This design comes from an exercise in tuning for small area on the open sky130 flow, not from production work.

==> inputs of build 64 <==
## Solve
module Solve#(
    parameter Y=150,
    parameter X=200
)(
    input clk,
    input rst,
    input halt,
    input prepare,
    input start,
    input next,
    input switcher,
    input sw2,
    input auto,
    input keep,
    input [15:0] length,
    input [15:0] now,
    input [4:0] debug,
    output [15:0] dataput,
    output [31:0] dataput2,
    output wrong,
    output solved,
    output fakeclick,
    output [31:0] score,
    output signed [15:0] wwmodi,
    output ready,
    output wfresh,
    output [11:0] wcolorp,
    output [17:0] wBLOn,
    output nnote0,
    output [15:0] wnotex,wnotey,
    output [15:0] wperc,
    output endpass
);
==> flow/config.mk <==
export PLATFORM = sky130hd
export DESIGN_NAME = Solve
export DESIGN_NICKNAME = Solve
export VERILOG_FILES = /design/flow/design.v
export SDC_FILE = /design/flow/constraint.sdc
export NUM_CORES = 4
export LEC_CHECK = 0
export CAP_MARGIN = 20
export CORE_MARGIN = 2
export CORE_UTILIZATION = 40
export SLEW_MARGIN = 20
export SYNTH_MEMORY_MAX_BITS = 65536
==> flow/constraint.sdc <==
create_clock -name core_clock -period 10.0 [get_ports {clk}]
set_input_delay 2.0000 -clock core_clock [delete_from_list [all_inputs] [get_ports {clk}]]
set_output_delay 2.0000 -clock core_clock [all_outputs]
set_load 0.01 [all_outputs]
standard.sh (not shown) runs the stock make flow with config.mk's settings and CLKGATE_MAP_FILE= SYNTH_SCRIPT=/design/flow/synth_recipe.tcl, a recipe that flattens the netlist after the stock synthesis.
==> flow/flow/run.sh <==
#!/bin/bash
# Standard layout, with the port buffers made of the smallest buffer cell
# and a clock tree of smaller buffers without dummy loads.
export BUFFER_PORTS_ARGS="-buffer_cell sky130_fd_sc_hd__buf_1"
export CTS_ARGS="-sink_clustering_enable -repair_clock_nets -dont_use_dummy_load -buf_list sky130_fd_sc_hd__clkbuf_16"
bash standard.sh > standard.log 2>&1
==> inputs of trial 74, as changes to build 64 <==
--- a/flow/design.v
+++ b/flow/design.v
@@ -49,15 +49,16 @@
     output [15:0] out,
     output [2:0] lcode
 );
 reg [15:0] re;
 reg [2:0] lc;
 reg modi;
-wire [15:0] w=ldata+16'd150;
-wire [2:0] wc=(w==16'd0)?3'd0:(w<=16'd45)?3'd1:(w<=16'd90)?3'd2:(w<=16'd135)?3'd3:
-              (w<=16'd180)?3'd4:(w<=16'd270)?3'd5:(w<=16'd360)?3'd6:3'd7;
+wire hi=(ldata>=16'hff6a);
+wire [7:0] lb=ldata[7:0];
+wire [2:0] wc=hi?((lb==8'h6a)?3'd0:(lb<=8'h97)?3'd1:(lb<=8'hc4)?3'd2:(lb<=8'hf1)?3'd3:3'd4):
+                 ((ldata<=16'd30)?3'd4:(ldata<=16'd120)?3'd5:(ldata<=16'd210)?3'd6:3'd7);
 always @(posedge clk)begin
     if(reset)begin
         re<=0;
         lc<=3'd4;
         modi<=0;
     end else begin
@@ -322,13 +323,13 @@
 localparam LAST=132;         
 reg [3:0] state;
 reg [7:0] nnote;             
 reg [7:0] cur;               
 reg [1:0] sn;                
 reg tillf;                   
-reg [9:0] alldev;
+reg [3:0] ak;                
 reg signed [15:0] modi;
 reg [3:0] waitr;
 reg [3:0] cc;                
 reg fclick;
 reg fresh;
 reg dealtadd;
@@ -344,27 +345,42 @@
     .x(nx),
     .y(ny),
     .anti(anti),
     .lc(lc),
     .d(nd)
 );
-reg [8:0] notel;
+reg [3:0] lk;                
 always @(*) begin
     case(lc)
-        3'd1: notel=9'd45;
-        3'd2: notel=9'd90;
-        3'd3: notel=9'd135;
-        3'd4: notel=9'd180;
-        3'd5: notel=9'd270;
-        3'd6: notel=9'd360;
-        default: notel=9'd0;
+        3'd1: lk=4'd1;
+        3'd2: lk=4'd2;
+        3'd3: lk=4'd3;
+        3'd4: lk=4'd4;
+        3'd5: lk=4'd6;
+        3'd6: lk=4'd8;
+        default: lk=4'd0;
     endcase
 end
-wire [15:0] per=(anti?now:~now)+(anti?(nd?16'd180:16'd0):(nd?16'd541:16'd361));
-wire [16:0] perm={1'b0,per}+17'h0fe98;
-wire [15:0] perc=perm[16]?perm[15:0]:per;
+wire [8:0] notel=lk*6'd45;
+wire [8:0] alldev=ak[2:0]*6'd45;
+wire pge=anti?(nd?(now>16'd179&&now<16'd65356):(now>16'd359)):
+              (nd?(now<16'd181||now>16'd540):(now<16'd1||now>16'd360));
+reg [15:0] pk;
+always @(*) begin
+    case({anti,nd,pge})
+        3'b100: pk=16'd0;
+        3'b101: pk=16'hfe98;
+        3'b110: pk=16'd180;
+        3'b111: pk=16'hff4c;
+        3'b000: pk=16'd361;
+        3'b001: pk=16'd1;
+        3'b010: pk=16'd541;
+        default: pk=16'd181;
+    endcase
+end
+wire [15:0] perc=(anti?now:~now)+pk;
 assign wperc=perc;
 wire addsign;
 wire [15:0] outnow;
 wire [2:0] lcode;
 JK regjk(
     .clk(clk),
@@ -391,13 +407,13 @@
 Judge judger(
     .clk(clk),
     .reset(rst),
     .start(judgestart),
     .ready(judgeready),
     .now(outnow),
-    .fac({6'd0,alldev}),
+    .fac({7'd0,alldev}),
     .modi(wmodi),
     .out(jures)
 );
 Score #(.AC(16'h100)) scorer(
     .clk(clk),
     .rst(preparing),
@@ -450,13 +466,13 @@
         cur<=8'd255;
         sn<=0;
         tillf<=0;
         modi<=0;
         waitr<=0;
         preparing<=0;
-        alldev<=0;
+        ak<=0;
         cc<=0;
         dealtadd<=0;
         invalidadd<=0;
         beginscore<=0;
         judgestart<=0;
     end else
@@ -466,13 +482,13 @@
                 fresh<=0;
                 nnote<=0;
                 modi<=0;
                 waitr<=15;
                 preparing<=1;
                 sn<=0;
-                alldev<=0;
+                ak<=0;
                 state<=READNOTE;
             end
         end
         WAITSTART:begin
             preparing<=0;
             if(start)begin
@@ -505,15 +521,15 @@
             fresh<=0;
             dealtadd<=0;
             invalidadd<=0;
             fclick<=0;
             if(tillf)begin
                 tillf<=0;
-                alldev<=alldev+notel;
-            end else if(alldev>=10'd360)begin
-                alldev<=alldev-10'd360;
+                ak<=ak+lk;
+            end else if(ak[3])begin
+                ak[3]<=1'b0;
             end else if(preparing)begin
                 state<=WAITSTART;
             end else if(waitr!=4'd15)begin
                 waitr<=waitr+4'd1;
             end else state<=WAIT;
         end
==> flow/flow/run.sh (replaced) <==
#!/bin/bash
# Standard layout, with the port buffers made of the smallest buffer cell
# and a clock tree of smaller buffers without dummy loads.
export BUFFER_PORTS_ARGS="-buffer_cell sky130_fd_sc_hd__buf_1"
export CTS_ARGS="-sink_clustering_enable -repair_clock_nets -dont_use_dummy_load -buf_list sky130_fd_sc_hd__clkbuf_8 -sink_clustering_size 20"
bash standard.sh > standard.log 2>&1
==> comparison table <==
quantity	build 64	trial 74
DRC violation total after the first TritonRoute iteration	1968	1839
Final Cycle Share	95.37%	94.59%
Maximum resistive drop on vdd	0.1275 mV	0.09234 mV
Worst slew slack as a fraction of its limit	35.25%	25.35%
Cell area after layout	19640 µm²	19010 µm²
DR WL met3	4.666 mm	4.012 mm
Vias in the first global route	18116	17087
Global Route met2 Usage	44.27%	39.26%
Fraction of area in clock buffers and inverters	2.166%	1.231%
Tapcells	600	585
#MultiIn Comb	2120	1993
Largest net degree at the start of global routing	90	70
Chip width	217.2 µm	214.0 µm
RD Place Congestion	0.9751	1.019
Worst-case hold slack	470.3 ps	466.9 ps
Netlist area before placement	18180 µm²	17640 µm²
Multi-input combinational area share	69.03%	69.86%
Wire length of the first global-routing pass	103.0 mm	94.30 mm
Result of the run	finished clean	finished clean
DIE HEIGHT	217.2 µm	214.0 µm
Cells resized by post-CTS repair	5	1
Starting Density	40.32%	40.78%
Area used by multi-input combinational logic	13560 µm²	13280 µm²
Post-Synth Adder-Cell Area	12.54%	14.38%
Wire length on met2	30.03 mm	26.61 mm
Fillers	4703	4575
Function was not checked in any run of this note: the RTL went through the layout flow alone.

==> static timing again, ports no longer ideal <==
The flow's constraints put no driver on any port. The routed layouts listed below were extracted and timed again, unchanged, in two steps. Step 1: set_driving_cell puts a clkbuf_16 on clk and a buf_2 on each other input, an assumption about the parent block. Step 2 adds t to the input delays and takes it off the output delays; t is the mean of the earliest and latest rising clock arrival at the registers after step 1. Input paths then give back, and output paths get back, about the clock's delay inside the block. Slacks: no drivers / after step 1 / after step 2; pairs: no drivers / after step 1.
run | t (ns) | setup slack, ns | clock arrival spread, ns | slew at the worst register clock pin (ns)
build 64 | 0.480 | 0.463 / 0.463 / 0.463 | 0.029 / 0.029 | 0.08 / 0.08
trial 74 | 0.540 | 0.541 / 0.541 / 0.541 | 0.036 / 0.035 | 0.10 / 0.10
After both steps setup and hold are still met in every run listed.
